Context: an optimization exercise on an open-source flow, tuned for small area. The choices shown serve that exercise and are no tape-out recipe. At most, simulation tests tie the RTL to the original design; equivalence was not proved. The RTL of run 3 was laid out without a check of its function. Power figures rest on the tool's default switching activity, not on a simulated workload.

$ cat config.mk
export PLATFORM = sky130hd
export DESIGN_NAME = Pong
export DESIGN_NICKNAME = Pong
export VERILOG_FILES = /design/flow/design.v
export SDC_FILE = /design/flow/constraint.sdc
export NUM_CORES = 4
export LEC_CHECK = 0
export CAP_MARGIN = 20
export CORE_MARGIN = 2
export CORE_UTILIZATION = 40
export SLEW_MARGIN = 20
$ cat constraint.sdc
create_clock -name core_clock -period 12.0 [get_ports {clock}]
set_input_delay 2.4000 -clock core_clock [delete_from_list [all_inputs] [get_ports {clock}]]
set_output_delay 2.4000 -clock core_clock [all_outputs]
set_load 0.01 [all_outputs]
$ cat design.v
module Pong #(
    parameter CLOCK_FREQ = 25000
)(
    input clock,
    input reset,
    input key0,
    input key1,
    input key2,
    input key3,
    output [6:0] segZero,
    output [6:0] segOne,
    output [6:0] segFour,
    output [6:0] segFive,
    output             resetApp,
    output             LT24Wr_n,
    output             LT24Rd_n,
    output             LT24CS_n,
    output             LT24RS,
    output             LT24Reset_n,
    output [15:0]      LT24Data,
    output             LT24LCDOn
);
reg syncKey2a, syncKey2, syncKey3a, syncKey3;
reg menuState;
always @(posedge clock) begin
    syncKey2a <= key2;
    syncKey2  <= syncKey2a;
    syncKey3a <= key3;
    syncKey3  <= syncKey3a;
    if (reset)          menuState <= 1'b1;
    else if (menuState) menuState <= syncKey2;
    else                menuState <= !syncKey3 && !key3;
end
wire engineReset = reset || menuState || !syncKey3;
reg        engineResetDly;
reg [11:0] seqCnt;
wire loopBlk = (seqCnt[11:4] == 8'hCB);
always @(posedge clock) begin
    engineResetDly <= engineReset;
    if (engineResetDly) seqCnt <= 12'd16;
    else seqCnt <= {seqCnt[11:4] + {7'b0, (&seqCnt[3:0]) && !loopBlk}, seqCnt[3:0] + 4'd1};
end
wire dispReset  = engineResetDly || (seqCnt[11:2] == 10'd4 && !(seqCnt[1] && seqCnt[0]));
wire appRun     = (seqCnt >= 12'hC99);      
wire sendRegion = (seqCnt >= 12'hBCC);      
wire pixMode    = (seqCnt >= 12'hC9B);      
wire [3:0] phase = seqCnt[3:0];             
assign resetApp    = engineResetDly || !appRun;
assign LT24Reset_n = !dispReset;
assign LT24CS_n    = 1'b0;
assign LT24Rd_n    = 1'b1;
assign LT24LCDOn   = 1'b1;
reg [5:0] padTimer, ballTimer;
wire stepSlot    = (seqCnt[1:0] == 2'd0);
wire tickSlot    = (seqCnt[1:0] == 2'd3);
wire tickPaddles = tickSlot && (padTimer == 6'd28);
wire tickBall    = tickSlot && (ballTimer == 6'd22);
always @(posedge clock) begin
    if (engineReset || engineResetDly || (stepSlot && padTimer == 6'd56)) padTimer <= 6'd0;
    else padTimer <= padTimer + {5'd0, stepSlot};
    if (engineReset || engineResetDly || (stepSlot && ballTimer == 6'd44)) ballTimer <= 6'd0;
    else ballTimer <= ballTimer + {5'd0, stepSlot};
end
reg [7:0] xBall;
reg [8:0] yBall;
reg       xDir, yDir;
reg [8:0] yPadR, yPadL;
reg [3:0] scoreL, scoreR;
reg       resetBall;
reg [7:0] xPix;        
reg [8:0] yPix;
wire       xDirNext, yDirNext, nonBlack, white;
wire       padRUp, padRDown, padLUp, padLDown;
reg        aiFlag, drawFlag;
wire       aiFlagNext, drawFlagNext;
always @(posedge clock) begin
    aiFlag   <= aiFlagNext;
    drawFlag <= drawFlagNext;
end
GameLogic gameLogic (
    .slot(seqCnt[1:0]), .aiFlag(aiFlag), .drawFlag(drawFlag),
    .aiFlagNext(aiFlagNext), .drawFlagNext(drawFlagNext),
    .xBall(xBall), .yBall(yBall), .xDir(xDir), .yDir(yDir),
    .yPadR(yPadR), .yPadL(yPadL), .xPix(xPix), .yPix(yPix),
    .key0(key0), .key1(key1),
    .xDirNext(xDirNext), .yDirNext(yDirNext),
    .padRUp(padRUp), .padRDown(padRDown), .padLUp(padLUp), .padLDown(padLDown),
    .nonBlack(nonBlack), .white(white)
);
wire ballMove = tickBall && !resetBall;
always @(posedge clock) begin
    if (engineReset || (tickBall && resetBall)) xBall <= 8'd115;
    else xBall <= xBall + {{7{ballMove && !xDir}}, ballMove};
    if (engineReset) yBall <= 9'd240;
    else yBall <= yBall + {{8{ballMove && !yDir}}, ballMove};
    if (engineReset) begin
        xDir <= 1'b0;
        yDir <= 1'b0;
    end else if (ballMove) begin
        xDir <= xDirNext;
        yDir <= yDirNext;
    end
end
wire padReset = engineReset || (tickPaddles && resetApp);
wire padStep  = tickPaddles && !resetApp;
always @(posedge clock) begin
    if (padReset) begin
        yPadR <= 9'd240;
        yPadL <= 9'd240;
    end else begin
        yPadR <= yPadR + {{8{padStep && padRUp}}, padStep && (padRUp || padRDown)};
        yPadL <= yPadL + {{8{padStep && padLUp}}, padStep && (padLUp || padLDown)};
    end
end
wire scoreWrap = (scoreL == 4'd11) || (scoreR == 4'd11);
always @(posedge clock) begin
    if (engineReset) begin
        scoreL <= 4'd0;
        scoreR <= 4'd0;
        resetBall <= 1'b0;
    end else if (tickBall) begin
        if (!resetApp) resetBall <= (xBall == 8'd230) || (xBall == 8'd5);
        if (resetApp || scoreWrap) begin
            scoreL <= 4'd0;
            scoreR <= 4'd0;
        end else begin
            scoreL <= scoreL + {3'd0, xBall == 8'd230};
            scoreR <= scoreR + {3'd0, xBall == 8'd5};
        end
    end
end
ScoreTo7Segment scoreRightSeg (.score(scoreR), .seg({segOne, segZero}));
ScoreTo7Segment scoreLeftSeg  (.score(scoreL), .seg({segFive, segFour}));
reg nbNext, whNext;    
reg nbCur, whCur;      
wire advance = loopBlk && (phase == 4'h7);
always @(posedge clock) begin
    if (resetApp) begin
        xPix <= 8'd0;
        yPix <= 9'd0;
        nbNext <= 1'b0;
        whNext <= 1'b0;
        nbCur <= 1'b0;
        whCur <= 1'b0;
    end else begin
        if (advance) begin
            if (xPix == 8'd239) begin
                xPix <= 8'd0;
                yPix <= (yPix == 9'd319) ? 9'd0 : yPix + 9'd1;
            end else begin
                xPix <= xPix + 8'd1;
            end
        end
        if (phase == 4'hB) begin
            nbNext <= nonBlack;
            whNext <= white;
        end
        if (phase == 4'hA) begin
            nbCur <= nbNext;
            whCur <= whNext;
        end
    end
end
wire [8:0] romv;
InitRom initRom (.romIdx(seqCnt[7:1]), .romv(romv));
localparam [15:0] PIXMASK = 16'h3186;
reg [15:0] pixData;
reg        pixRS;
always @* begin
    case (phase)
        4'hB, 4'hC: begin pixData = 16'h002A; pixRS = 1'b0; end
        4'hD, 4'hE: begin pixData = 16'h0000; pixRS = 1'b1; end
        4'hF, 4'h0: begin pixData = {8'h00, xPix}; pixRS = 1'b1; end
        4'h1, 4'h2: begin pixData = 16'h002B; pixRS = 1'b0; end
        4'h3, 4'h4: begin pixData = {15'h0000, yPix[8]}; pixRS = 1'b1; end
        4'h5, 4'h6: begin pixData = {8'h00, yPix[7:0]}; pixRS = 1'b1; end
        4'h7, 4'h8: begin pixData = 16'h002C; pixRS = 1'b0; end
        default:    begin pixData = (PIXMASK & {16{nbCur}}) | (~PIXMASK & {16{whCur}}); pixRS = 1'b1; end
    endcase
end
assign LT24Data = pixMode ? pixData : (sendRegion ? {8'h00, romv[7:0]} : 16'h0000);
assign LT24RS   = pixMode ? pixRS   : (sendRegion ? romv[8] : 1'b1);
assign LT24Wr_n = pixMode ? !seqCnt[0] : (sendRegion && seqCnt[0]);
endmodule
module GameLogic (
    input  [1:0] slot,
    input  [7:0] xBall,
    input  [8:0] yBall,
    input        xDir,
    input        yDir,
    input  [8:0] yPadR,
    input  [8:0] yPadL,
    input  [7:0] xPix,
    input  [8:0] yPix,
    input        key0,
    input        key1,
    input        aiFlag,
    input        drawFlag,
    output       aiFlagNext,
    output       drawFlagNext,
    output       xDirNext,
    output       yDirNext,
    output       padRUp,
    output       padRDown,
    output       padLUp,
    output       padLDown,
    output       nonBlack,
    output       white
);
wire s0 = (slot == 2'd0);
wire s1 = (slot == 2'd1);
wire s2 = (slot == 2'd2);
wire       padSel = s2 ? xPix[7] : (!s0 && xBall[7]);
wire [8:0] opA = (s1 || s2) ? yPix : yBall;
wire [8:0] opB = s1 ? yBall : (padSel ? yPadR : yPadL);
wire [9:0] d   = {1'b0, opA} - {1'b0, opB};
wire dZero = (d == 10'd0);
wire dLe0  = d[9] || dZero;
wire dGe0  = !d[9];
wire in4   = d[9] ? (d >= 10'd1020) : (d <= 10'd4);      
wire in14  = d[9] ? (d >= 10'd1010) : (d <= 10'd14);     
wire in20  = d[9] ? (d >= 10'd1004) : (d <= 10'd20);     
wire x210  = (xBall == 8'd210);
wire x30   = (xBall == 8'd30);
wire x10   = (xBall == 8'd10);
wire colR  = x210 && in20;
wire colL  = x30 && in20;
wire hc1   = (colR || colL) && dLe0;
wire hc0   = (colR || (x10 && in20)) && dGe0;
assign xDirNext = colR ? 1'b0 : (colL ? 1'b1 : xDir);
assign yDirNext = yDir ? !(hc1 || yBall > 9'd310) : ((!hc1 && hc0) || yBall < 9'd175);
assign aiFlagNext = s0 ? dLe0 : aiFlag;
wire leftDown = xDir ? (yPadL < 9'd239) : !aiFlag;
wire leftUp   = xDir ? (yPadL > 9'd241) : aiFlag;
assign padRDown = !key1 && (yPadR < 9'd305);
assign padRUp   = !padRDown && !key0 && (yPadR > 9'd185);
assign padLDown = leftDown && (yPadL < 9'd305);
assign padLUp   = !padLDown && leftUp && (yPadL > 9'd185);
wire [8:0] dxBall = {1'b0, xPix} - {1'b0, xBall};
wire ballCol  = (xBall >= 8'd5) && (dxBall[8] ? (dxBall >= 9'd507) : (dxBall <= 9'd3));   
wire padCol   = ((xPix >= 8'd215) && (xPix <= 8'd223)) || ((xPix >= 8'd15) && (xPix <= 8'd23));
assign drawFlagNext = s1 ? (ballCol && in4) : (s2 ? (drawFlag || (padCol && in14)) : drawFlag);
wire drawWall = (xPix <= 8'd237) && (yPix >= 9'd166) && (yPix <= 9'd169);
assign nonBlack = drawWall || drawFlag;
assign white    = !drawWall && drawFlag;
endmodule
module InitRom(romIdx, romv);
  input [6:0] romIdx;
  wire [6:0] romIdx;
  output [8:0] romv;
  wire [8:0] romv;
  wire _0_;
  wire _100_;
  wire _101_;
  wire _102_;
  wire _103_;
  wire _104_;
  wire _105_;
  wire _106_;
  wire _107_;
  wire _108_;
  wire _109_;
  wire _10_;
  wire _110_;
  wire _111_;
  wire _112_;
  wire _113_;
  wire _114_;
  wire _115_;
  wire _116_;
  wire _117_;
  wire _118_;
  wire _119_;
  wire _11_;
  wire _120_;
  wire _121_;
  wire _122_;
  wire _123_;
  wire _124_;
  wire _125_;
  wire _126_;
  wire _127_;
  wire _128_;
  wire _129_;
  wire _12_;
  wire _130_;
  wire _131_;
  wire _132_;
  wire _133_;
  wire _134_;
  wire _135_;
  wire _136_;
  wire _137_;
  wire _138_;
  wire _139_;
  wire _13_;
  wire _140_;
  wire _141_;
  wire _142_;
  wire _143_;
  wire _144_;
  wire _145_;
  wire _146_;
  wire _147_;
  wire _148_;
  wire _149_;
  wire _14_;
  wire _150_;
  wire _151_;
  wire _152_;
  wire _153_;
  wire _154_;
  wire _155_;
  wire _156_;
  wire _157_;
  wire _158_;
  wire _159_;
  wire _15_;
  wire _160_;
  wire _161_;
  wire _162_;
  wire _163_;
  wire _164_;
  wire _165_;
  wire _166_;
  wire _167_;
  wire _168_;
  wire _169_;
  wire _16_;
  wire _170_;
  wire _171_;
  wire _172_;
  wire _173_;
  wire _174_;
  wire _175_;
  wire _176_;
  wire _177_;
  wire _178_;
  wire _179_;
  wire _17_;
  wire _180_;
  wire _181_;
  wire _182_;
  wire _183_;
  wire _184_;
  wire _185_;
  wire _186_;
  wire _187_;
  wire _188_;
  wire _189_;
  wire _18_;
  wire _190_;
  wire _191_;
  wire _192_;
  wire _193_;
  wire _194_;
  wire _195_;
  wire _196_;
  wire _197_;
  wire _198_;
  wire _199_;
  wire _19_;
  wire _1_;
  wire _200_;
  wire _201_;
  wire _202_;
  wire _203_;
  wire _204_;
  wire _205_;
  wire _206_;
  wire _207_;
  wire _208_;
  wire _209_;
  wire _20_;
  wire _210_;
  wire _211_;
  wire _212_;
  wire _213_;
  wire _214_;
  wire _215_;
  wire _216_;
  wire _217_;
  wire _218_;
  wire _219_;
  wire _21_;
  wire _220_;
  wire _221_;
  wire _222_;
  wire _223_;
  wire _224_;
  wire _225_;
  wire _226_;
  wire _227_;
  wire _228_;
  wire _229_;
  wire _22_;
  wire _230_;
  wire _231_;
  wire _232_;
  wire _233_;
  wire _234_;
  wire _235_;
  wire _236_;
  wire _237_;
  wire _238_;
  wire _239_;
  wire _23_;
  wire _240_;
  wire _241_;
  wire _242_;
  wire _243_;
  wire _244_;
  wire _245_;
  wire _246_;
  wire _247_;
  wire _248_;
  wire _249_;
  wire _24_;
  wire _250_;
  wire _251_;
  wire _25_;
  wire _26_;
  wire _27_;
  wire _28_;
  wire _29_;
  wire _2_;
  wire _30_;
  wire _31_;
  wire _32_;
  wire _33_;
  wire _34_;
  wire _35_;
  wire _36_;
  wire _37_;
  wire _38_;
  wire _39_;
  wire _3_;
  wire _40_;
  wire _41_;
  wire _42_;
  wire _43_;
  wire _44_;
  wire _45_;
  wire _46_;
  wire _47_;
  wire _48_;
  wire _49_;
  wire _4_;
  wire _50_;
  wire _51_;
  wire _52_;
  wire _53_;
  wire _54_;
  wire _55_;
  wire _56_;
  wire _57_;
  wire _58_;
  wire _59_;
  wire _5_;
  wire _60_;
  wire _61_;
  wire _62_;
  wire _63_;
  wire _64_;
  wire _65_;
  wire _66_;
  wire _67_;
  wire _68_;
  wire _69_;
  wire _6_;
  wire _70_;
  wire _71_;
  wire _72_;
  wire _73_;
  wire _74_;
  wire _75_;
  wire _76_;
  wire _77_;
  wire _78_;
  wire _79_;
  wire _7_;
  wire _80_;
  wire _81_;
  wire _82_;
  wire _83_;
  wire _84_;
  wire _85_;
  wire _86_;
  wire _87_;
  wire _88_;
  wire _89_;
  wire _8_;
  wire _90_;
  wire _91_;
  wire _92_;
  wire _93_;
  wire _94_;
  wire _95_;
  wire _96_;
  wire _97_;
  wire _98_;
  wire _99_;
  wire _9_;
  assign _235_ = ~romIdx[6];
  assign _234_ = romIdx[5] | ~(romIdx[3]);
  assign _233_ = romIdx[4] ? _235_ : _234_;
  assign _232_ = romIdx[2] | ~(romIdx[1]);
  assign _231_ = _232_ | _233_;
  assign _230_ = ~(romIdx[4] | romIdx[6]);
  assign _229_ = romIdx[5] | ~(romIdx[1]);
  assign _228_ = _230_ & ~(_229_);
  assign _227_ = _231_ & ~(_228_);
  assign _226_ = romIdx[3] & ~(_227_);
  assign _225_ = ~romIdx[0];
  assign _224_ = romIdx[1] | ~(romIdx[4]);
  assign _223_ = ~(romIdx[3] & romIdx[2]);
  assign _222_ = _223_ | _224_;
  assign _221_ = romIdx[5] & ~(_222_);
  assign _220_ = _221_ | _225_;
  assign _219_ = ~romIdx[5];
  assign _218_ = romIdx[3] | ~(romIdx[1]);
  assign _217_ = _218_ | _219_;
  assign _216_ = ~romIdx[2];
  assign _215_ = romIdx[4] | romIdx[6];
  assign _214_ = _215_ | _216_;
  assign _213_ = _217_ & ~(_214_);
  assign _212_ = romIdx[5] & ~(romIdx[6]);
  assign _211_ = ~romIdx[4];
  assign _210_ = ~(romIdx[1] & romIdx[2]);
  assign _209_ = _210_ | _211_;
  assign _208_ = _212_ & ~(_209_);
  assign _207_ = _208_ | _213_;
  assign _206_ = _207_ | _220_;
  assign _205_ = _206_ | _226_;
  assign _204_ = romIdx[3] | romIdx[1];
  assign _203_ = ~_204_;
  assign _202_ = _230_ | romIdx[2];
  assign _201_ = _203_ & ~(_202_);
  assign _200_ = _201_ | _205_;
  assign _199_ = romIdx[2] | ~(romIdx[5]);
  assign _198_ = romIdx[0] | ~(romIdx[4]);
  assign _197_ = _198_ | _218_;
  assign _196_ = _199_ & ~(_197_);
  assign _195_ = _196_ | _212_;
  assign _194_ = romIdx[3] & ~(romIdx[2]);
  assign _193_ = _212_ & ~(_194_);
  assign _192_ = _193_ | _211_;
  assign _191_ = _195_ & ~(_192_);
  assign _190_ = _225_ & ~(_191_);
  assign _189_ = romIdx[6] & ~(_224_);
  assign _188_ = _189_ & _194_;
  assign _187_ = _219_ & ~(_222_);
  assign _186_ = _187_ | _188_;
  assign _185_ = _190_ & ~(_186_);
  assign _184_ = _200_ & ~(_185_);
  assign _183_ = _234_ | romIdx[4];
  assign _182_ = ~(_210_ | _183_);
  assign _181_ = _211_ & ~(_199_);
  assign _180_ = _181_ & ~(_218_);
  assign _179_ = _180_ | _182_;
  assign romv[4] = _179_ | _184_;
  assign _178_ = _235_ & ~(_183_);
  assign _177_ = _178_ & ~(_205_);
  assign _176_ = romIdx[2] & ~(_212_);
  assign _175_ = romIdx[0] | ~(romIdx[5]);
  assign _174_ = _175_ | _204_;
  assign _173_ = _176_ & ~(_174_);
  assign _172_ = _173_ | _177_;
  assign _171_ = romIdx[6] & ~(romIdx[2]);
  assign _170_ = _171_ & ~(_217_);
  assign _169_ = ~(_210_ | _233_);
  assign _168_ = romIdx[4] | ~(romIdx[6]);
  assign _167_ = romIdx[5] & ~(_168_);
  assign _166_ = romIdx[2] ? romIdx[1] : romIdx[5];
  assign _165_ = _167_ & ~(_166_);
  assign _164_ = _165_ | _220_;
  assign _163_ = _164_ | _169_;
  assign _162_ = _176_ | ~(_232_);
  assign _161_ = ~(_223_ & _235_);
  assign _160_ = _162_ & ~(_161_);
  assign _159_ = ~(_160_ | _167_);
  assign _158_ = _210_ | _235_;
  assign _157_ = _219_ & ~(_158_);
  assign _156_ = _157_ | romIdx[0];
  assign _155_ = _159_ & ~(_156_);
  assign _154_ = _163_ & ~(_155_);
  assign _153_ = _154_ | _170_;
  assign romv[7] = _153_ | _172_;
  assign _152_ = ~_166_;
  assign _151_ = ~romIdx[3];
  assign _150_ = _215_ | _151_;
  assign _149_ = _151_ & ~(_168_);
  assign _148_ = _149_ | ~(_150_);
  assign _147_ = _148_ & ~(_152_);
  assign _146_ = _211_ & ~(_148_);
  assign _145_ = _224_ | romIdx[6];
  assign _144_ = romIdx[3] & ~(_145_);
  assign _143_ = romIdx[0] | ~(romIdx[2]);
  assign _142_ = _143_ | _144_;
  assign _141_ = _142_ | _146_;
  assign _140_ = romIdx[3] | ~(romIdx[4]);
  assign _139_ = romIdx[4] | ~(romIdx[1]);
  assign _138_ = _225_ & ~(_139_);
  assign _137_ = _140_ & ~(_138_);
  assign _136_ = _137_ | _219_;
  assign _135_ = ~(romIdx[2] | romIdx[0]);
  assign _134_ = romIdx[2] & romIdx[0];
  assign _133_ = ~(_134_ | _135_);
  assign _132_ = _133_ | _189_;
  assign _131_ = _136_ & ~(_132_);
  assign _130_ = _141_ & ~(_131_);
  assign _129_ = _130_ | _147_;
  assign _128_ = _129_ | _172_;
  assign _127_ = _178_ | romIdx[1];
  assign _126_ = romIdx[1] & ~(_150_);
  assign _125_ = _234_ & ~(_230_);
  assign _124_ = _125_ | _225_;
  assign _123_ = _124_ | _126_;
  assign _122_ = _127_ & ~(_123_);
  assign _121_ = ~(romIdx[5] | romIdx[0]);
  assign _120_ = _218_ | _230_;
  assign _119_ = _121_ & ~(_120_);
  assign _118_ = ~_224_;
  assign _117_ = _223_ | _235_;
  assign _116_ = _118_ & ~(_117_);
  assign _115_ = _116_ | _119_;
  assign _114_ = ~(_115_ | _122_);
  assign _113_ = ~(_168_ | _204_);
  assign _112_ = romIdx[2] | ~(romIdx[0]);
  assign _111_ = _112_ | ~(_145_);
  assign _110_ = _111_ | _113_;
  assign _109_ = _114_ & ~(_110_);
  assign _108_ = _128_ & ~(_109_);
  assign _107_ = _203_ & ~(_108_);
  assign _106_ = romIdx[6] ? _211_ : _223_;
  assign _105_ = _157_ | _178_;
  assign _104_ = _106_ & ~(_105_);
  assign _103_ = _225_ & ~(_104_);
  assign _102_ = ~(romIdx[1] & romIdx[0]);
  assign _101_ = _104_ & ~(_102_);
  assign _100_ = romIdx[5] & ~(romIdx[1]);
  assign _99_ = ~_100_;
  assign _98_ = _99_ & ~(_193_);
  assign _97_ = _222_ & ~(_98_);
  assign _96_ = _97_ | _101_;
  assign _95_ = _96_ | _103_;
  assign _94_ = _95_ | _107_;
  assign _93_ = _167_ & ~(_94_);
  assign _92_ = _94_ & ~(_216_);
  assign _91_ = _230_ & ~(_92_);
  assign _90_ = _122_ & ~(_91_);
  assign _89_ = _90_ | _93_;
  assign _88_ = _99_ & ~(_117_);
  assign _87_ = _88_ | _180_;
  assign _86_ = ~(romIdx[4] & romIdx[0]);
  assign _85_ = _86_ | romIdx[5];
  assign _84_ = ~(_194_ & romIdx[6]);
  assign _83_ = _175_ & ~(_84_);
  assign _82_ = _83_ | ~(_85_);
  assign romv[8] = _82_ | _94_;
  assign _81_ = _87_ & ~(romv[8]);
  assign _80_ = ~romIdx[1];
  assign _79_ = _80_ & ~(_234_);
  assign _78_ = ~(_79_ | _150_);
  assign _77_ = _197_ & ~(_78_);
  assign _76_ = _152_ & ~(_77_);
  assign _75_ = _100_ | _171_;
  assign _74_ = _86_ | _151_;
  assign _73_ = _75_ & ~(_74_);
  assign _72_ = _73_ | _76_;
  assign _71_ = _216_ & ~(_72_);
  assign _70_ = _224_ & ~(_216_);
  assign _69_ = _235_ & ~(_70_);
  assign _68_ = _212_ & ~(romIdx[0]);
  assign _67_ = _158_ & ~(_68_);
  assign _66_ = _67_ & ~(_69_);
  assign _65_ = romIdx[3] & ~(_168_);
  assign _64_ = _65_ | _66_;
  assign _63_ = _64_ | _71_;
  assign _62_ = romIdx[4] & romIdx[5];
  assign _61_ = ~(_62_ & _223_);
  assign _60_ = ~(_61_ | _63_);
  assign _59_ = _157_ | _188_;
  assign _58_ = _79_ & _134_;
  assign _57_ = _138_ & _149_;
  assign _56_ = _57_ | _58_;
  assign _55_ = _56_ | _59_;
  assign _54_ = _181_ & ~(_204_);
  assign _53_ = ~(_209_ | _234_);
  assign _52_ = _53_ | _54_;
  assign _51_ = _112_ | _140_;
  assign _50_ = _99_ & ~(_51_);
  assign _49_ = ~(romIdx[1] | romIdx[0]);
  assign _48_ = _49_ & ~(_150_);
  assign _47_ = _48_ | _50_;
  assign _46_ = _47_ | _52_;
  assign _45_ = _46_ | _55_;
  assign _44_ = _45_ | _60_;
  assign _43_ = _44_ | _81_;
  assign romv[3] = _43_ | _89_;
  assign _42_ = _234_ | ~(_139_);
  assign _41_ = _42_ | ~(_69_);
  assign _40_ = ~(_41_ & _190_);
  assign _39_ = _140_ | romIdx[6];
  assign _38_ = _39_ | _152_;
  assign _37_ = _38_ | _160_;
  assign _36_ = _220_ | ~(_227_);
  assign _35_ = _37_ & ~(_36_);
  assign _34_ = _40_ & ~(_35_);
  assign _33_ = _80_ & ~(_85_);
  assign _32_ = ~(romIdx[3] & romIdx[1]);
  assign _31_ = _68_ & ~(_32_);
  assign _30_ = ~(_31_ | _33_);
  assign _29_ = ~(_30_ | _133_);
  assign _28_ = _55_ | _87_;
  assign _27_ = _28_ | _29_;
  assign romv[5] = _27_ | _34_;
  assign _26_ = ~(_68_ | _140_);
  assign _25_ = _135_ & ~(_145_);
  assign _24_ = _25_ & ~(_26_);
  assign _23_ = romIdx[3] | ~(romIdx[0]);
  assign _22_ = _181_ & ~(_23_);
  assign _21_ = _22_ | _24_;
  assign _20_ = _21_ | _89_;
  assign _19_ = _20_ & ~(romIdx[2]);
  assign _18_ = _198_ & ~(_63_);
  assign _17_ = _135_ | romIdx[5];
  assign _16_ = _17_ & ~(_171_);
  assign _15_ = _16_ | _140_;
  assign _14_ = _167_ & ~(_112_);
  assign _13_ = _15_ & ~(_14_);
  assign _12_ = _13_ | romIdx[1];
  assign _11_ = ~(_12_ & _114_);
  assign _10_ = _11_ | _18_;
  assign romv[1] = _10_ | _19_;
  assign _9_ = _234_ | _235_;
  assign _8_ = _9_ | ~(_162_);
  assign _7_ = ~(_8_ & _30_);
  assign romv[0] = _7_ | _108_;
  assign _6_ = _18_ & ~(_204_);
  assign _5_ = _121_ | ~(_140_);
  assign _4_ = _5_ | _65_;
  assign _3_ = _26_ | _210_;
  assign _2_ = _4_ & ~(_3_);
  assign _1_ = _2_ | _72_;
  assign _0_ = _1_ | _172_;
  assign _251_ = _0_ | _6_;
  assign romv[2] = _251_ | _20_;
  assign _250_ = ~(_136_ | _159_);
  assign _249_ = _183_ & ~(_232_);
  assign _248_ = _249_ & ~(_125_);
  assign _247_ = _218_ & ~(_230_);
  assign _246_ = _176_ & ~(_247_);
  assign _245_ = _246_ | romIdx[0];
  assign _244_ = _245_ | _248_;
  assign _243_ = romIdx[5] & ~(_117_);
  assign _242_ = romIdx[4] & romIdx[6];
  assign _241_ = _242_ & ~(_218_);
  assign _240_ = _241_ | _54_;
  assign _239_ = _240_ | _243_;
  assign _238_ = _239_ | _220_;
  assign _237_ = ~(_238_ | _172_);
  assign _236_ = _244_ & ~(_237_);
  assign romv[6] = _236_ | _250_;
endmodule
module ScoreTo7Segment(score, seg);
  input [3:0] score;
  wire [3:0] score;
  output [13:0] seg;
  wire [13:0] seg;
  wire _0_;
  wire _1_;
  wire _2_;
  wire _3_;
  wire _4_;
  wire _5_;
  wire _6_;
  wire _7_;
  wire _8_;
  wire _9_;
  assign _7_ = score[0] | score[1];
  assign _6_ = score[2] & ~(_7_);
  assign _5_ = ~score[0];
  assign _4_ = ~(score[2] | score[3]);
  assign _8_ = score[1] ? score[3] : _4_;
  assign _9_ = _8_ & ~(_5_);
  assign seg[6] = _9_ | _6_;
  assign seg[2] = _6_ | score[0];
  assign _0_ = ~(score[0] & score[1]);
  assign _1_ = ~(_4_ & _7_);
  assign seg[1] = ~(_1_ & _0_);
  assign _2_ = score[2] & ~(_0_);
  assign seg[3] = _2_ | seg[6];
  assign _3_ = ~(_7_ & score[2]);
  assign seg[5] = _0_ & ~(_3_);
  assign seg[0] = _2_ | _8_;
  assign seg[8] = score[1] & score[3];
  assign seg[4] = _5_ & ~(_1_);
  assign { seg[13:9], seg[7] } = { seg[8], 2'h0, seg[8], seg[8], 1'h1 };
endmodule
$ cat run.sh
#!/bin/bash
# synth_recipe.tcl (not shown) runs the flow's synth.tcl, then flattens the netlist and writes it again
# the make line also repeats each setting of config.mk as NAME=value (left out here)
make -C /OpenROAD-flow-scripts/flow DESIGN_CONFIG=/design/flow/config.mk WORK_HOME=/design/flow/orfs CLKGATE_MAP_FILE= SYNTH_SCRIPT=/design/flow/synth_recipe.tcl finish
==> results of run 1 <==
==> stage by stage <==
step            util  total power, mW  area (µm²)  hold WS, ns  worst slack [ns]
6_report       0.448            0.682        9410        0.328              5.30
5_1_grt        0.448            0.709        9410        0.348              4.93
4_1_cts        0.448            0.691        9410        0.332              5.36
3_5_place_dp   0.433            0.380        9100        0.314              5.73
3_3_place_gp   0.433            0.379        9100        0.311              5.83
2_1_floorplan      -            0.371        8610        0.310              7.08
==> critical path, cell delays in order, from the launching register on <==
cell and delay (ns):
sky130_fd_sc_hd__dfxtp_1 0.87, sky130_fd_sc_hd__inv_1 0.38, sky130_fd_sc_hd__ha_1 0.61, sky130_fd_sc_hd__nor2_1 0.30, sky130_fd_sc_hd__nor2_1 0.08, sky130_fd_sc_hd__nor3_1 0.21, sky130_fd_sc_hd__nor2_1 0.17, sky130_fd_sc_hd__a22oi_1 0.23
sky130_fd_sc_hd__o2111ai_1 0.18, sky130_fd_sc_hd__a311oi_1 0.31, sky130_fd_sc_hd__a211oi_1 0.10, sky130_fd_sc_hd__clkdlybuf4s50_1 0.51
==> sequential cells by signal (all words and copies together), names as in the netlist, 4 cells and up <==
name,count
yPadL,9
ballTimer,6
yBall,9
scoreL,4
seqCnt,12
xPix,8
xBall,8
yPix,9
yPadR,9
padTimer,6
scoreR,4
==> final timing paths <==
check	to	depth (start not counted)
max	LT24Data[1]	11
min	syncKey3	0
max reg2reg	xDir	16
min reg2reg	syncKey3	0
==> kinds of logic (layout without fill, tap and decap cells) <==
family,after synthesis,after routing,share of synthesized area
buf+inv,131,122,0.0686
other cells,2,9,0.000874
mux,27,27,0.0328
xor+xnor,67,67,0.0683
simple gates,427,427,0.240
fa+ha+maj,79,79,0.120
flops,99,99,0.233
compound gates,307,307,0.237
==> synth_stat cells, types with 4 or more instances <==
master	n	area, µm²
sky130_fd_sc_hd__a211oi_1	8	60.1
sky130_fd_sc_hd__a21boi_0	4	30.0
sky130_fd_sc_hd__a21o_1	18	135
sky130_fd_sc_hd__a21oi_1	78	390
sky130_fd_sc_hd__a221o_1	5	50.1
sky130_fd_sc_hd__a22o_1	6	52.6
sky130_fd_sc_hd__a22oi_1	6	45.0
sky130_fd_sc_hd__a2bb2oi_1	4	35.0
sky130_fd_sc_hd__a311oi_1	4	35.0
sky130_fd_sc_hd__a31oi_1	19	119
sky130_fd_sc_hd__a32oi_1	6	52.6
sky130_fd_sc_hd__and2_1	9	56.3
sky130_fd_sc_hd__and3_1	7	43.8
sky130_fd_sc_hd__buf_1	4	15.0
sky130_fd_sc_hd__buf_4	21	158
sky130_fd_sc_hd__clkbuf_1	49	184
sky130_fd_sc_hd__dfxtp_1	97	1940
sky130_fd_sc_hd__fa_1	6	120
sky130_fd_sc_hd__ha_1	72	901
sky130_fd_sc_hd__inv_1	50	188
sky130_fd_sc_hd__mux2_2	9	101
sky130_fd_sc_hd__mux2i_1	18	180
sky130_fd_sc_hd__nand2_1	96	360
sky130_fd_sc_hd__nand2b_1	19	119
sky130_fd_sc_hd__nand3_1	33	165
sky130_fd_sc_hd__nand3b_1	7	52.6
sky130_fd_sc_hd__nand4_1	9	56.3
sky130_fd_sc_hd__nand4b_1	4	35.0
sky130_fd_sc_hd__nor2_1	146	548
sky130_fd_sc_hd__nor2b_1	25	156
sky130_fd_sc_hd__nor3_1	30	150
sky130_fd_sc_hd__nor4_1	10	62.6
sky130_fd_sc_hd__o2111ai_1	6	52.6
sky130_fd_sc_hd__o211ai_1	12	90.1
sky130_fd_sc_hd__o21a_1	5	37.5
sky130_fd_sc_hd__o21ai_0	65	325
sky130_fd_sc_hd__o21bai_1	6	45.0
sky130_fd_sc_hd__o22ai_1	5	31.3
sky130_fd_sc_hd__o31ai_1	9	67.6
sky130_fd_sc_hd__o32ai_1	4	35.0
sky130_fd_sc_hd__or2_2	4	25.0
sky130_fd_sc_hd__or3_1	11	68.8
sky130_fd_sc_hd__xnor2_1	39	342
sky130_fd_sc_hd__xor2_1	28	245
==> layout make-up <==
cell class,count,share of cell area
tap,275,0.0366
inverter,52,0.0207
multi-input combinational,916,0.641
sequential,99,0.213
clock inverter,4,0.00611
clock buffer,11,0.0270
timing repair buffer,55,0.0564
==> power by group through the flow <==
stage	Clock, mW	Sequential, mW	Combinational (mW)
CTS	0.319	0.334	0.0384
floorplan	0	0.341	0.0306
detailed placement	0	0.342	0.0380
finish	0.309	0.334	0.0391
global route	0.332	0.334	0.0431
global placement	0	0.341	0.0379
==> routing by layer <==
metal  GRT usage  wire length, µm  vias to the layer above  share of wire
met3      0.0358             1360                       35          0.059
li1            -                -                     4064              -
met5           0                0                        -              0
met1       0.299            11100                     3804           0.48
met4      0.0472              360                        0          0.016
met2       0.318            10100                      286           0.44
==> impl_table.tex, run 1 <==
\begin{tabular}{lr}
\hline
Metric & Value \\
\hline
\multicolumn{2}{l}{\textbf{Floorplanning}} \\
Initial core utilization & 0.409 \\
Num rows & 53 \\
Die span in x & $\sim$150 µm \\
Die ar. & 22700 µm² \\
Number of top-level pins & 57 \\
Core Area & 21000 µm² \\
Die Y & around 150 µm \\
\multicolumn{2}{l}{\textbf{Clocking}} \\
CTS H-tree depth & 3 \\
Number of clock buffers inserted by TritonCTS & 9 \\
Post-CTS setup buffer count & 0 \\
CTS Root Cell & sky130\_fd\_sc\_hd\_\_clkbuf\_16 \\
CTS Sinks & 99 \\
Post-cts hold buffer count & 0 \\
Post-cts gate resize count & 0 \\
Clock insertion delay at the later pin of the skew report & 0.36 ns \\
Number of buffers on the longest clock path & 2 \\
Clock-pin transition on the worst setup and hold timing paths & 0.07 ns \\
TritonCTS clock tree & done \\
\multicolumn{2}{l}{\textbf{Pwr}} \\
Worst-case vdd ir drop & $\sim$0.058 mV \\
Net Sw Frac & 0.234 \\
Cell area power density & 72.4 nW/µm² \\
NetSw & 0.159 mW \\
Leakage component of the power & 3.64 nW \\
Cell internal power dissipation & approximately 0.52 mW \\
Part of the total power dissipated in sequential elements & 0.490 \\
Relative contribution of the clock network to total power & 0.453 \\
Portion of total power attributed to combinational logic & 0.057 \\
\multicolumn{2}{l}{\textbf{Cells and area}} \\
Growth of design area from synthesis to finish & 9.60\% \\
Commonest non-fill, non-tap cell in the layout & sky130\_fd\_sc\_hd\_\_nor2\_1 \\
Share of cells above drive strength 1 & 0.0405 \\
FF+latch area & about 2000 µm² \\
Number of inserted filler cells in the final layout & $\sim$2100 \\
Final instance count without filler cells & $\sim$1400 \\
Most used cells in the layout excluding fill and tap cells & sky130\_fd\_sc\_hd\_\_nor2\_1 (146), sky130\_fd\_sc\_hd\_\_dfxtp\_1 (97), sky130\_fd\_sc\_hd\_\_nand2\_1 (96), sky130\_fd\_sc\_hd\_\_a21oi\_1 (78), sky130\_fd\_sc\_hd\_\_ha\_1 (72) \\
Nets@finish & 1217 \\
Inserted Diodes & 0 \\
Multi-input gate area & 6030 µm² \\
\multicolumn{2}{l}{\textbf{STA}} \\
Summed negative setup slack over all endpoints & 0 ns \\
Number of pins with negative max-slew slack in the final report & 0 \\
Headroom to the max-slew limit & 0.275 \\
Ratio of final minimum period to clock period & 0.558 \\
Final setup violation count & 0 \\
Unrepaired setup endpoints after global routing & no \\
Final number of hold-violating endpoints & 0 \\
Setup Skew & 0.0139 ns \\
Clock period minus worst slack & $\sim$6.7 ns \\
Pin slew with the least headroom to its limit & 1.09 ns \\
Top achievable clock speed & 0.149 GHz \\
\multicolumn{2}{l}{\textbf{Global routing}} \\
Via count of the first global-routing pass & approximately 7500 \\
Number of antenna violations at the first check in global routing & 0 \\
Pin count of the biggest net entering global routing & 39 \\
First-pass GRT wire length & 38200 µm \\
Overall Global Routing Usage & 0.206 \\
Overflow left after global routing & 0 \\
\multicolumn{2}{l}{\textbf{Setup path}} \\
Crit Path Category & flip-flop to output port \\
Timing startpoint of the critical path & seqCnt[1] \\
Setup slack, reg-to-reg & about 6 ns \\
Category of the worst setup path launch point & flip-flop \\
Worst Setup End Kind & output port \\
Arrival time of data at the critical path endpoint & roughly 4.3 ns \\
Reg-to-reg critical path startpoint & seqCnt[1] \\
Biggest fanout along the worst timing path & 28 \\
WP data required & between 9 and 10 ns \\
\multicolumn{2}{l}{\textbf{Routing}} \\
Number of antenna-violating nets in the routed design & 0 \\
1st-pass router iterations & 5 \\
Routed wire length per instance & 16.2 µm \\
Vias after detailed routing & 8189 \\
Number of vias per cell after detailed routing & 5.80 \\
Number of remaining DRC errors & 0 \\
Total wirelength of the detailed-routed design & about 23000 µm \\
Detailed Route Iter0 Violations & 724 \\
\multicolumn{2}{l}{\textbf{Synth}} \\
Proportion of register bits with asynchronous set or reset after synthesis & 0 \\
Main synth FF type & sky130\_fd\_sc\_hd\_\_dfxtp\_1 \\
Instance count of the mapped netlist & $\sim$1100 \\
EDFF count, synth & 2 \\
Seq/Total Area, Yosys & 0.233 \\
Seq cells post-synth & 99 \\
Avg Cell Area, Syn & 7.54 µm² \\
Netlist area before placement & 8590 µm² \\
Number of distinct library cells after synthesis & 83 \\
Yosys warning count & 1 \\
\multicolumn{2}{l}{\textbf{Outcome}} \\
Status & timing/DRC/antenna clean \\
\multicolumn{2}{l}{\textbf{Place}} \\
Input/output buffers & 47 \\
Placed Instances & about 1400 \\
HPWL Detailed & 17000 µm \\
Weighted congestion at the end of routability-driven global placement & 0.942 \\
\multicolumn{2}{l}{\textbf{Min path}} \\
Worst hold path class & flip-flop to flip-flop \\
Startpoint of the worst hold path & syncKey3a \\
\multicolumn{2}{l}{\textbf{Run}} \\
Maxcap violations & 0 \\
\hline
\end{tabular}
==> run 2, diff against run 1 <==
==> flow/run.sh (new file) <==
#!/bin/bash
# Layout flow: the standard layout (standard.sh, all ORFS steps and settings)
# with two changes:
#  - synthesis: the final ABC technology mapping uses the area-oriented script
#    flow/area.abc instead of ORFS's; the rest of synth_recipe.tcl is unchanged,
#    so the registers are the standard synthesis's;
#  - port buffering uses the smallest buffer cell (sky130_fd_sc_hd__buf_1).
# The make output goes to flow_make.log; ORFS writes each step's log under orfs/logs.
set -euo pipefail
W=$(pwd)
cat "$W/flow/abc_override.tcl" "$W/synth_recipe.tcl" > "$W/area_synth.tcl"
export AREA_ABC_SCRIPT="$W/flow/area.abc"
sed -e "s#SYNTH_SCRIPT=[^ ]*#SYNTH_SCRIPT=$W/area_synth.tcl 'BUFFER_PORTS_ARGS=-buffer_cell sky130_fd_sc_hd__buf_1'#" \
    "$W/standard.sh" > "$W/area_standard.sh"
bash "$W/area_standard.sh" > "$W/flow_make.log" 2>&1
test -s "$W/out/final.def"
==> flow/abc_override.tcl (new file) <==
# Run ABC's final technology mapping with an area-oriented script (AREA_ABC_SCRIPT)
# instead of ORFS's; everything else in the standard synthesis is unchanged.
proc abc {args} {
  set out {}
  set i 0
  while {$i < [llength $args]} {
    set a [lindex $args $i]
    if {$a eq "-script"} {
      incr i
      lappend out -script $::env(AREA_ABC_SCRIPT)
    } else {
      lappend out $a
    }
    incr i
  }
  yosys abc {*}$out
}
==> flow/area.abc (new file) <==
strash
dc2
dch -f
amap
strash
dc2
dch -f
amap
==> standard.sh (new file) <==
#!/bin/bash
# synth_recipe.tcl (not shown) runs the flow's synth.tcl, then flattens the netlist and writes it again
# the make line also repeats each setting of config.mk as NAME=value (left out here)
make -C /OpenROAD-flow-scripts/flow DESIGN_CONFIG=/design/flow/config.mk WORK_HOME=/design/flow/orfs CLKGATE_MAP_FILE= SYNTH_SCRIPT=/design/flow/synth_recipe.tcl "${@:-finish}"
removed: run.sh
==> run 2 against run 1 <==
  * Register-to-register slack worse by 0.42 ns
  * Critical endpoint unchanged
  * First-iteration DRC count down 18%
  * Global-route usage up 0.58 points
  * Design area down 13%
  * Power down 6.2%
  * Clock power down 11%
  * Flip-flop and latch count unchanged
==> impl_table.tex, run 2 <==
\begin{tabular}{lr}
\hline
Metric & Value \\
\hline
\multicolumn{2}{l}{\textbf{Outcome}} \\
Status & timing/DRC/antenna clean \\
\multicolumn{2}{l}{\textbf{Floorplanning}} \\
Initial core utilization & 0.406 (-0.00264) \\
Die span in x & 142 µm (-6.0\%) \\
Core Area & 18600 µm² (-11\%) \\
Num rows & 50 (-5.7\%) \\
Die ar. & 20000 µm² (-12\%) \\
Die Y & 142 µm (-6.0\%) \\
Number of top-level pins & 57 (unchanged) \\
\multicolumn{2}{l}{\textbf{Cells and area}} \\
Nets@finish & 1195 (-1.8\%) \\
Number of inserted filler cells in the final layout & 1924 (-8.9\%) \\
Commonest non-fill, non-tap cell in the layout & sky130\_fd\_sc\_hd\_\_nor2\_1 \\
Multi-input gate area & 4940 µm² (-18\%) \\
Post-route cell area & 8200 µm² (-13\%) \\
Largest Register & seqCnt \\
Share of cells above drive strength 1 & 0.0152 (-0.0252) \\
Most used cells in the layout excluding fill and tap cells & sky130\_fd\_sc\_hd\_\_nor2\_1 (213), sky130\_fd\_sc\_hd\_\_clkinv\_1 (134), sky130\_fd\_sc\_hd\_\_dfxtp\_1 (97), sky130\_fd\_sc\_hd\_\_ha\_1 (72), sky130\_fd\_sc\_hd\_\_a21oi\_1 (70) \\
Inserted Diodes & 0 (unchanged) \\
FF+latch area & 2000 µm² (unchanged) \\
Max reg flops & 12 (unchanged) \\
Growth of design area from synthesis to finish & 8.32\% \\
\multicolumn{2}{l}{\textbf{Global routing}} \\
Pin count of the biggest net entering global routing & 21 (-46\%) \\
Overall Global Routing Usage & 0.212 (+0.00582) \\
First-pass GRT wire length & 34500 µm (-9.6\%) \\
Via count of the first global-routing pass & 6925 (-7.1\%) \\
Overflow left after global routing & 0 (unchanged) \\
Number of antenna violations at the first check in global routing & 0 (unchanged) \\
\multicolumn{2}{l}{\textbf{STA}} \\
Headroom to the max-slew limit & 0.315 (+0.0397) \\
Final setup violation count & 0 (unchanged) \\
Final number of hold-violating endpoints & 0 (unchanged) \\
Worst hold slack & 0.329 ns (+0.00146 ns) \\
Ratio of final minimum period to clock period & 0.619 (+0.0606) \\
Pin slew with the least headroom to its limit & 1.03 ns (-0.0595 ns) \\
Final setup margin & 4.58 ns (-0.727 ns) \\
Unrepaired setup endpoints after global routing & no \\
Number of pins with negative max-slew slack in the final report & 0 (unchanged) \\
Summed negative setup slack over all endpoints & 0 ns (unchanged) \\
Setup Skew & 0.00558 ns (-0.00835 ns) \\
Top achievable clock speed & 0.135 GHz (-9.8\%) \\
Clock period minus worst slack & 7.42 ns (+0.727 ns) \\
\multicolumn{2}{l}{\textbf{Synth}} \\
EDFF count, synth & 2 (unchanged) \\
Avg Cell Area, Syn & 7.10 µm² (-5.9\%) \\
Main synth FF type & sky130\_fd\_sc\_hd\_\_dfxtp\_1 \\
Library cell with the largest summed area after synthesis & sky130\_fd\_sc\_hd\_\_dfxtp\_1 \\
Share of the synthesized area in the top cell type & 0.257 (+0.0305) \\
Seq cells post-synth & 99 (unchanged) \\
Seq/Total Area, Yosys & 0.265 (+0.0315) \\
Cells taking the most area after synthesis & sky130\_fd\_sc\_hd\_\_dfxtp\_1 (26\%), sky130\_fd\_sc\_hd\_\_ha\_1 (12\%), sky130\_fd\_sc\_hd\_\_nor2\_1 (11\%) \\
Number of distinct library cells after synthesis & 49 (-41\%) \\
Netlist area before placement & 7570 µm² (-12\%) \\
Most used standard cells in the synthesized netlist & sky130\_fd\_sc\_hd\_\_nor2\_1 (213), sky130\_fd\_sc\_hd\_\_clkinv\_1 (134), sky130\_fd\_sc\_hd\_\_dfxtp\_1 (97), sky130\_fd\_sc\_hd\_\_ha\_1 (72), sky130\_fd\_sc\_hd\_\_a21oi\_1 (70) \\
Instance count of the mapped netlist & 1066 (-6.4\%) \\
Proportion of register bits with asynchronous set or reset after synthesis & 0 (unchanged) \\
Yosys warning count & 1 (unchanged) \\
Most frequent cell after synthesis & sky130\_fd\_sc\_hd\_\_nor2\_1 \\
\multicolumn{2}{l}{\textbf{Routing}} \\
Vias after detailed routing & 7623 (-6.9\%) \\
Number of vias per cell after detailed routing & 5.65 (-2.6\%) \\
Number of antenna-violating nets in the routed design & 0 (unchanged) \\
Routed wire length per instance & 15.5 µm (-4.3\%) \\
Total wirelength of the detailed-routed design & 20900 µm (-8.5\%) \\
Detailed Route Iter0 Violations & 595 (-18\%) \\
1st-pass router iterations & 7 (+2) \\
Number of remaining DRC errors & 0 (unchanged) \\
\multicolumn{2}{l}{\textbf{Min path}} \\
Hold Crit Depth & 0 (unchanged) \\
Worst hold path class & flip-flop to flip-flop \\
\multicolumn{2}{l}{\textbf{Clocking}} \\
CTS Sinks & 99 (unchanged) \\
Number of clock buffers inserted by TritonCTS & 9 (unchanged) \\
CTS Root Cell & sky130\_fd\_sc\_hd\_\_clkbuf\_16 \\
Clock-pin transition on the worst setup and hold timing paths & 0.07 ns (about the same) \\
TritonCTS clock tree & done \\
Clock insertion delay at the later pin of the skew report & 0.35 ns (about the same) \\
Number of buffers on the longest clock path & 2 (unchanged) \\
Post-cts gate resize count & 0 (unchanged) \\
Post-cts hold buffer count & 0 (unchanged) \\
CTS H-tree depth & 3 (unchanged) \\
Post-CTS setup buffer count & 0 (unchanged) \\
\multicolumn{2}{l}{\textbf{Place}} \\
Input/output buffers & 47 (unchanged) \\
Placed standard-cell area & 7910 µm² (-13\%) \\
Worst slack at placement & 5.16 ns (-0.568 ns) \\
HPWL Detailed & 16400 µm (-3.6\%) \\
Weighted congestion at the end of routability-driven global placement & 1.06 (+12\%) \\
\multicolumn{2}{l}{\textbf{Setup path}} \\
WP data required & 9.60 ns (about the same) \\
Category of the worst setup path launch point & flip-flop \\
Worst Setup End Kind & output port \\
Arrival time of data at the critical path endpoint & 5.02 ns (+0.72 ns) \\
Biggest fanout along the worst timing path & 18 (-36\%) \\
Worst-case reg-to-reg path depth & 26 (+10) \\
Crit Path Category & flip-flop to output port \\
\multicolumn{2}{l}{\textbf{Run}} \\
Maxcap violations & 0 (unchanged) \\
\multicolumn{2}{l}{\textbf{Pwr}} \\
Total Power & 0.639 mW (-6.2\%) \\
Worst-case vdd ir drop & 0.0830 mV (+43\%) \\
Cell area power density & 78.0 nW/µm² (+7.7\%) \\
Leakage component of the power & 2.76 nW (-24\%) \\
\hline
\end{tabular}
-- run 2: cell count changes in the layout (fill, tap and decap cells not counted), sizes merged, moves of 26 or more --
cell           change
inv               -52
nor2              +67
buf               +40
nand2             -31
xnor2             -39
o22ai             +28
xor2              -28
o21a              +26
clkdlybuf4s50     -47
clkinv           +136
-- run 2: worst max-delay path, cell delays in order, from the launching register on --
cell                       delay [ns]
sky130_fd_sc_hd__dfxtp_1         0.75
sky130_fd_sc_hd__clkinv_1        0.52
sky130_fd_sc_hd__nor2_1          0.81
sky130_fd_sc_hd__clkinv_1        0.32
sky130_fd_sc_hd__nor3_1          0.40
sky130_fd_sc_hd__nor3_1          0.12
sky130_fd_sc_hd__nor2_1          0.10
sky130_fd_sc_hd__a21oi_1         0.07
sky130_fd_sc_hd__nor2_1          0.11
sky130_fd_sc_hd__o21ai_0         0.14
sky130_fd_sc_hd__a21oi_1         0.18
sky130_fd_sc_hd__o22ai_1         0.12
sky130_fd_sc_hd__a311oi_1        0.32
sky130_fd_sc_hd__or2_0           0.14
sky130_fd_sc_hd__a31oi_1         0.08
sky130_fd_sc_hd__or3_1           0.37
sky130_fd_sc_hd__buf_1           0.13
-- run 2: final cells by class --
cell class	count	share of cell area
clock inverters	4	0.00305
inverters	134	0.0614
repair buffers	48	0.0224
flip-flops and latches	99	0.244
clock buffers	12	0.0301
multi-input cells	819	0.603
well taps	234	0.0357
-- run 2: path summary, 6_finish.rpt --
| check | from | end | slack, ns |
|---|---|---|---|
| max | seqCnt[3] | LT24Data[1] | 4.58 |
| min | syncKey2a | syncKey2 | 0.33 |
| max reg2reg | seqCnt[3] | yPadL[8] | 5.52 |
| min reg2reg | syncKey2a | syncKey2 | 0.33 |
-- run 2: per-layer routing --
layer	GRT usage	part of all wire	wire length, µm
met4	0.0611	0.021	438
met1	0.307	0.50	10400
met3	0.0314	0.060	1270
met2	0.328	0.42	8820
met5	0	0	0
-- run 2: logic make-up (layout without fill, tap and decap cells) --
logic type / count (synthesis) / after routing / synth area share
buf+inv: 155 / 198 / 0.0873
compound gates: 301 / 301 / 0.259
simple gates: 431 / 431 / 0.254
flops: 99 / 99 / 0.265
other cells: 2 / 9 / 0.000992
fa+ha+maj: 78 / 78 / 0.135
-- run 2: report_power, final --
group	total [mW]	switching, mW	internal, mW
registers	0.334	0.00212	0.332
logic	0.0304	0.0201	0.0103
clock network	0.275	0.129	0.146
total	0.639	0.151	0.489
-- run 2: per-stage QoR --
stage          utilization  instances
2_1_floorplan            -       1073
3_3_place_gp         0.424       1334
3_5_place_dp         0.424       1334
4_1_cts              0.439       1350
5_1_grt              0.440       1350
6_report             0.440       1350
==> run 3, diff against run 2 <==
--- a/design.v
+++ b/design.v
@@ -73,11 +73,3 @@
 wire       padRUp, padRDown, padLUp, padLDown;
-reg        aiFlag, drawFlag;
-wire       aiFlagNext, drawFlagNext;
-always @(posedge clock) begin
-    aiFlag   <= aiFlagNext;
-    drawFlag <= drawFlagNext;
-end
 GameLogic gameLogic (
-    .slot(seqCnt[1:0]), .aiFlag(aiFlag), .drawFlag(drawFlag),
-    .aiFlagNext(aiFlagNext), .drawFlagNext(drawFlagNext),
     .xBall(xBall), .yBall(yBall), .xDir(xDir), .yDir(yDir),
@@ -185,3 +177,2 @@
 module GameLogic (
-    input  [1:0] slot,
     input  [7:0] xBall,
@@ -196,6 +187,2 @@
     input        key1,
-    input        aiFlag,
-    input        drawFlag,
-    output       aiFlagNext,
-    output       drawFlagNext,
     output       xDirNext,
@@ -209,15 +196,10 @@
 );
-wire s0 = (slot == 2'd0);
-wire s1 = (slot == 2'd1);
-wire s2 = (slot == 2'd2);
-wire       padSel = s2 ? xPix[7] : (!s0 && xBall[7]);
-wire [8:0] opA = (s1 || s2) ? yPix : yBall;
-wire [8:0] opB = s1 ? yBall : (padSel ? yPadR : yPadL);
-wire [9:0] d   = {1'b0, opA} - {1'b0, opB};
-wire dZero = (d == 10'd0);
-wire dLe0  = d[9] || dZero;
-wire dGe0  = !d[9];
-wire in4   = d[9] ? (d >= 10'd1020) : (d <= 10'd4);      
-wire in14  = d[9] ? (d >= 10'd1010) : (d <= 10'd14);     
-wire in20  = d[9] ? (d >= 10'd1004) : (d <= 10'd20);     
+wire [9:0] dR = {1'b0, yBall} - {1'b0, yPadR};
+wire [9:0] dL = {1'b0, yBall} - {1'b0, yPadL};
+wire inR20 = ($signed(dR) >= -10'sd20) && ($signed(dR) <= 10'sd20);
+wire inL20 = ($signed(dL) >= -10'sd20) && ($signed(dL) <= 10'sd20);
+wire rLe0  = dR[9] || (dR == 10'd0);
+wire lLe0  = dL[9] || (dL == 10'd0);
+wire rGe0  = !dR[9];
+wire lGe0  = !dL[9];
 wire x210  = (xBall == 8'd210);
@@ -225,11 +207,10 @@
 wire x10   = (xBall == 8'd10);
-wire colR  = x210 && in20;
-wire colL  = x30 && in20;
-wire hc1   = (colR || colL) && dLe0;
-wire hc0   = (colR || (x10 && in20)) && dGe0;
+wire colR  = x210 && inR20;
+wire colL  = x30 && inL20;
+wire hc1   = (colR && rLe0) || (colL && lLe0);
+wire hc0   = (colR && rGe0) || (x10 && inL20 && lGe0);
 assign xDirNext = colR ? 1'b0 : (colL ? 1'b1 : xDir);
 assign yDirNext = yDir ? !(hc1 || yBall > 9'd310) : ((!hc1 && hc0) || yBall < 9'd175);
-assign aiFlagNext = s0 ? dLe0 : aiFlag;
-wire leftDown = xDir ? (yPadL < 9'd239) : !aiFlag;
-wire leftUp   = xDir ? (yPadL > 9'd241) : aiFlag;
+wire leftDown = xDir ? (yPadL < 9'd239) : !lLe0;
+wire leftUp   = xDir ? (yPadL > 9'd241) : lLe0;
 assign padRDown = !key1 && (yPadR < 9'd305);
@@ -239,8 +220,13 @@
 wire [8:0] dxBall = {1'b0, xPix} - {1'b0, xBall};
-wire ballCol  = (xBall >= 8'd5) && (dxBall[8] ? (dxBall >= 9'd507) : (dxBall <= 9'd3));   
+wire [9:0] dyBall = {1'b0, yPix} - {1'b0, yBall};
+wire [8:0] yPad   = xPix[7] ? yPadR : yPadL;
+wire [9:0] dyPad  = {1'b0, yPix} - {1'b0, yPad};
+wire drawBall = (xBall >= 8'd5) && ($signed(dxBall) >= -9'sd5) && ($signed(dxBall) <= 9'sd3)
+             && ($signed(dyBall) >= -10'sd4) && ($signed(dyBall) <= 10'sd4);
 wire padCol   = ((xPix >= 8'd215) && (xPix <= 8'd223)) || ((xPix >= 8'd15) && (xPix <= 8'd23));
-assign drawFlagNext = s1 ? (ballCol && in4) : (s2 ? (drawFlag || (padCol && in14)) : drawFlag);
+wire drawPad  = padCol && ($signed(dyPad) >= -10'sd14) && ($signed(dyPad) <= 10'sd14);
 wire drawWall = (xPix <= 8'd237) && (yPix >= 9'd166) && (yPix <= 9'd169);
-assign nonBlack = drawWall || drawFlag;
-assign white    = !drawWall && drawFlag;
+wire drawWhite = drawBall || drawPad;
+assign nonBlack = drawWall || drawWhite;
+assign white    = !drawWall && drawWhite;
 endmodule
==> run.sh (new file) <==
#!/bin/bash
# synth_recipe.tcl (not shown) runs the flow's synth.tcl, then flattens the netlist and writes it again
# the make line also repeats each setting of config.mk as NAME=value (left out here)
make -C /OpenROAD-flow-scripts/flow DESIGN_CONFIG=/design/flow/config.mk WORK_HOME=/design/flow/orfs CLKGATE_MAP_FILE= SYNTH_SCRIPT=/design/flow/synth_recipe.tcl finish
removed: flow/run.sh
removed: flow/abc_override.tcl
removed: flow/area.abc
removed: standard.sh
==> run 3 against run 2 <==
  * Sequential power fell by 3%
  * Synthesized cell count rose by 17%
  * Critical path depth fell by 7
  * Register-to-register slack improved by 1.4 ns
  * Still clean on timing, DRC and antenna
  * Non-clock buffer count rose by 10
  * Die area rose by 23%
  * Worst hold slack improved by 0.0066 ns
==> impl_table.tex, run 3 <==
\begin{tabular}{lr}
\hline
Metric & Value \\
\hline
\multicolumn{2}{l}{\textbf{STA}} \\
Pin slew with the least headroom to its limit & 1.00 ns (-0.0268 ns) \\
Clock period minus worst slack & 6.23 ns (-1.20 ns) \\
Top achievable clock speed & 0.161 GHz (+19\%) \\
Worst hold slack & 0.336 ns (+0.00661 ns) \\
Final number of hold-violating endpoints & 0 (unchanged) \\
Final setup violation count & 0 (unchanged) \\
Summed negative setup slack over all endpoints & 0 ns (unchanged) \\
Setup Skew & 0.00978 ns (+0.00420 ns) \\
Number of pins with negative max-slew slack in the final report & 0 (unchanged) \\
Ratio of final minimum period to clock period & 0.519 (-0.0997) \\
Unrepaired setup endpoints after global routing & no \\
Headroom to the max-slew limit & 0.328 (+0.0128) \\
\multicolumn{2}{l}{\textbf{Clocking}} \\
Clock-pin transition on the worst setup and hold timing paths & 0.07 ns (about the same) \\
Post-cts hold buffer count & 0 (unchanged) \\
Post-cts gate resize count & 0 (unchanged) \\
Number of clock buffers inserted by TritonCTS & 9 (unchanged) \\
CTS Sinks & 97 (-2.0\%) \\
CTS H-tree depth & 3 (unchanged) \\
CTS Root Cell & sky130\_fd\_sc\_hd\_\_clkbuf\_16 \\
Number of buffers on the longest clock path & 2 (unchanged) \\
Post-CTS setup buffer count & 0 (unchanged) \\
Clock insertion delay at the later pin of the skew report & 0.36 ns (about the same) \\
TritonCTS clock tree & done \\
\multicolumn{2}{l}{\textbf{Pwr}} \\
Leakage component of the power & 4.18 nW (+52\%) \\
Net Sw Frac & 0.249 (+0.0129) \\
Cell internal power dissipation & 0.474 mW (-3.0\%) \\
NetSw & 0.157 mW (+4.1\%) \\
Part of the total power dissipated in sequential elements & 0.514 (-0.008) \\
Worst-case vdd ir drop & 0.0659 mV (-21\%) \\
Relative contribution of the clock network to total power & 0.469 (+0.039) \\
Portion of total power attributed to combinational logic & 0.017 (-0.031) \\
Cell area power density & 61.2 nW/µm² (-22\%) \\
\multicolumn{2}{l}{\textbf{Place}} \\
Weighted congestion at the end of routability-driven global placement & 0.949 (-10\%) \\
Placed Instances & 1564 (+17\%) \\
Input/output buffers & 47 (unchanged) \\
Placed standard-cell area & 10000 µm² (+27\%) \\
HPWL Detailed & 19600 µm (+20\%) \\
\multicolumn{2}{l}{\textbf{Floorplanning}} \\
Num rows & 56 (+12\%) \\
Die Y & 157 µm (+11\%) \\
Number of top-level pins & 57 (unchanged) \\
Initial core utilization & 0.404 (-0.00240) \\
Die ar. & 24700 µm² (+23\%) \\
Die span in x & 157 µm (+11\%) \\
Core Area & 23300 µm² (+25\%) \\
\multicolumn{2}{l}{\textbf{Synth}} \\
Instance count of the mapped netlist & 1252 (+17\%) \\
Share of the synthesized area in the top cell type & 0.207 (-0.0497) \\
Seq/Total Area, Yosys & 0.207 (-0.0577) \\
Most frequent cell after synthesis & sky130\_fd\_sc\_hd\_\_nor2\_1 \\
Number of distinct library cells after synthesis & 78 (+59\%) \\
Most used standard cells in the synthesized netlist & sky130\_fd\_sc\_hd\_\_nor2\_1 (140), sky130\_fd\_sc\_hd\_\_nand2\_1 (101), sky130\_fd\_sc\_hd\_\_ha\_1 (99), sky130\_fd\_sc\_hd\_\_dfxtp\_1 (97), sky130\_fd\_sc\_hd\_\_a21oi\_1 (90) \\
Cells taking the most area after synthesis & sky130\_fd\_sc\_hd\_\_dfxtp\_1 (21\%), sky130\_fd\_sc\_hd\_\_ha\_1 (13\%), sky130\_fd\_sc\_hd\_\_nor2\_1 (5.6\%) \\
Netlist area before placement & 9390 µm² (+24\%) \\
Library cell with the largest summed area after synthesis & sky130\_fd\_sc\_hd\_\_dfxtp\_1 \\
Yosys warning count & 1 (unchanged) \\
Main synth FF type & sky130\_fd\_sc\_hd\_\_dfxtp\_1 \\
Seq cells post-synth & 97 (-2.0\%) \\
Avg Cell Area, Syn & 7.50 µm² (+5.6\%) \\
EDFF count, synth & 0 (-2) \\
Proportion of register bits with asynchronous set or reset after synthesis & 0 (unchanged) \\
\multicolumn{2}{l}{\textbf{Global routing}} \\
Number of antenna violations at the first check in global routing & 0 (unchanged) \\
Pin count of the biggest net entering global routing & 43 (+100\%) \\
Overall Global Routing Usage & 0.209 (-0.00336) \\
Via count of the first global-routing pass & 8182 (+18\%) \\
First-pass GRT wire length & 41800 µm (+21\%) \\
Overflow left after global routing & 0 (unchanged) \\
\multicolumn{2}{l}{\textbf{Cells and area}} \\
Post-route cell area & 10300 µm² (+26\%) \\
Commonest non-fill, non-tap cell in the layout & sky130\_fd\_sc\_hd\_\_nor2\_1 \\
Growth of design area from synthesis to finish & 9.82\% \\
Inserted Diodes & 0 (unchanged) \\
Most used cells in the layout excluding fill and tap cells & sky130\_fd\_sc\_hd\_\_nor2\_1 (140), sky130\_fd\_sc\_hd\_\_nand2\_1 (101), sky130\_fd\_sc\_hd\_\_ha\_1 (99), sky130\_fd\_sc\_hd\_\_dfxtp\_1 (97), sky130\_fd\_sc\_hd\_\_a21oi\_1 (90) \\
Number of inserted filler cells in the final layout & 2397 (+25\%) \\
FF+latch area & 1940 µm² (-3.0\%) \\
Multi-input gate area & 6810 µm² (+38\%) \\
Largest Register & seqCnt \\
Final Util & 0.443 (+0.00348) \\
Final instance count without filler cells & 1580 (+17\%) \\
Nets@finish & 1370 (+15\%) \\
Max reg flops & 12 (unchanged) \\
Share of cells above drive strength 1 & 0.0357 (+0.0205) \\
\multicolumn{2}{l}{\textbf{Routing}} \\
Detailed Route Iter0 Violations & 573 (-3.7\%) \\
1st-pass router iterations & 5 (-2) \\
Vias after detailed routing & 8937 (+17\%) \\
Number of vias per cell after detailed routing & 5.66 (+0.17\%) \\
Number of remaining DRC errors & 0 (unchanged) \\
Total wirelength of the detailed-routed design & 25900 µm (+24\%) \\
Routed wire length per instance & 16.4 µm (+5.6\%) \\
Number of antenna-violating nets in the routed design & 0 (unchanged) \\
\multicolumn{2}{l}{\textbf{Setup path}} \\
Worst Setup End Kind & output port \\
Timing startpoint of the critical path & seqCnt[4] \\
Worst-case reg-to-reg path depth & 23 (-12\%) \\
Biggest fanout along the worst timing path & 25 (+7) \\
Arrival time of data at the critical path endpoint & 3.83 ns (-1.19 ns) \\
Category of the worst setup path launch point & flip-flop \\
WP data required & 9.60 ns (about the same) \\
Crit Path Category & flip-flop to output port \\
Reg-to-reg critical path startpoint & yBall[0] \\
\multicolumn{2}{l}{\textbf{Min path}} \\
Hold Crit Depth & 0 (unchanged) \\
Worst hold path class & flip-flop to flip-flop \\
Startpoint of the worst hold path & syncKey3a \\
\multicolumn{2}{l}{\textbf{Run}} \\
Maxcap violations & 0 (unchanged) \\
\multicolumn{2}{l}{\textbf{Outcome}} \\
Status & timing/DRC/antenna clean \\
\hline
\end{tabular}
-- run 3: cell count changes in the layout (fill, tap and decap cells not counted), moves of 20 or more --
cell and change:
sky130_fd_sc_hd__nand2_1 +35, sky130_fd_sc_hd__a21oi_1 +20, sky130_fd_sc_hd__nor2_1 -73, sky130_fd_sc_hd__o21a_1 -23
sky130_fd_sc_hd__ha_1 +27, sky130_fd_sc_hd__o21ai_0 +22, sky130_fd_sc_hd__xor2_1 +32, sky130_fd_sc_hd__buf_1 -47
sky130_fd_sc_hd__clkinv_1 -132, sky130_fd_sc_hd__xnor2_1 +55, sky130_fd_sc_hd__inv_1 +80, sky130_fd_sc_hd__clkdlybuf4s50_1 +47
-- run 3: kinds of logic after synthesis --
kind of cell,synth area share
AO/OA/AOI/OAI,0.237
XOR/XNOR,0.0812
adder cells (fa/ha/maj),0.152
buffers and inverters,0.0712
flip-flops,0.207
multiplexers,0.0141
other,0.000800
AND/OR/NAND/NOR,0.236
-- run 3: layout make-up --
cell class / count / share of cell area
Sequential cell: 97 / 0.188
Inverter: 82 / 0.0299
Clock inverter: 7 / 0.00704
Timing Repair Buffer: 58 / 0.0536
Clock buffer: 9 / 0.0218
Tap cell: 319 / 0.0387
Multi-Input combinational cell: 1008 / 0.661
-- run 3: per-layer routing --
metal	GRT usage	wire length [µm]	up-vias
met5	0	0	-
met4	0.0589	517	0
met3	0.0281	1340	40
met2	0.331	11400	248
met1	0.295	12700	4151
li1	-	-	4498
-- run 3: worst max-delay path: stages (launching register included) --
cell and delay, ns:
sky130_fd_sc_hd__dfxtp_1 0.91, sky130_fd_sc_hd__inv_1 0.35, sky130_fd_sc_hd__nand2_1 0.35, sky130_fd_sc_hd__a32oi_1 0.17, sky130_fd_sc_hd__o211ai_1 0.33, sky130_fd_sc_hd__nand2_1 0.16
sky130_fd_sc_hd__o31ai_1 0.25, sky130_fd_sc_hd__o21ai_0 0.12, sky130_fd_sc_hd__a221o_1 0.33, sky130_fd_sc_hd__clkdlybuf4s50_1 0.49
-- run 3: stage by stage --
step / setup slack [ns] / power, mW
floorplan: 7.28 / 0.340
global placement: 6.20 / 0.343
detailed placement: 6.26 / 0.343
CTS: 5.87 / 0.637
global route: 5.44 / 0.651
finish: 5.77 / 0.631
-- run 3: worst paths after layout --
| path | endpoint | slack, ns |
|---|---|---|
| max | LT24Data[6] | 5.77 |
| min | syncKey3 | 0.34 |
| max reg2reg | yPadL[8] | 6.96 |
| min reg2reg | syncKey3 | 0.34 |
-- run 3: power by group through the flow --
stage                     logic, mW  clock network, mW  registers [mW]
after floorplan             0.00911                  0           0.331
after global placement       0.0108                  0           0.332
after detailed placement     0.0108                  0           0.332
after CTS                    0.0108              0.302           0.324
after global routing         0.0123              0.314           0.324
final                        0.0109              0.296           0.324

separate check: timing with driven ports:
The results above use ideal ports. As a check the final layouts listed here were re-extracted and re-timed, cells and wires unchanged. Step 1 assumes that a clkbuf_16 drives the clock port and a buf_2 every other input. Step 2 moves the port delays by t, midway between the first and last clock arrival at a register: inputs arrive t later, outputs are due t later. That takes back most of the time a late clock gives input paths. a / b / c = no drivers / after step 1 / after step 2; a / b = the first two.
| run | shift t [ns] | slack for setup (ns) | worst hold slack (ns) | worst register clock-pin slew, ns | worst slew at a driven data input, ns |
|---|---|---|---|---|---|
| run 1 | 0.392 | 5.302 / 5.259 / 5.651 | 0.328 / 0.328 / 0.328 | 0.08 / 0.08 | 0.03 |
| run 2 | 0.381 | 4.576 / 4.538 / 4.918 | 0.329 / 0.329 / 0.329 | 0.07 / 0.07 | 0.03 |
| run 3 | 0.401 | 5.772 / 5.724 / 6.124 | 0.336 / 0.336 / 0.336 | 0.08 / 0.08 | 0.05 |
After both steps every run listed still meets setup and hold.
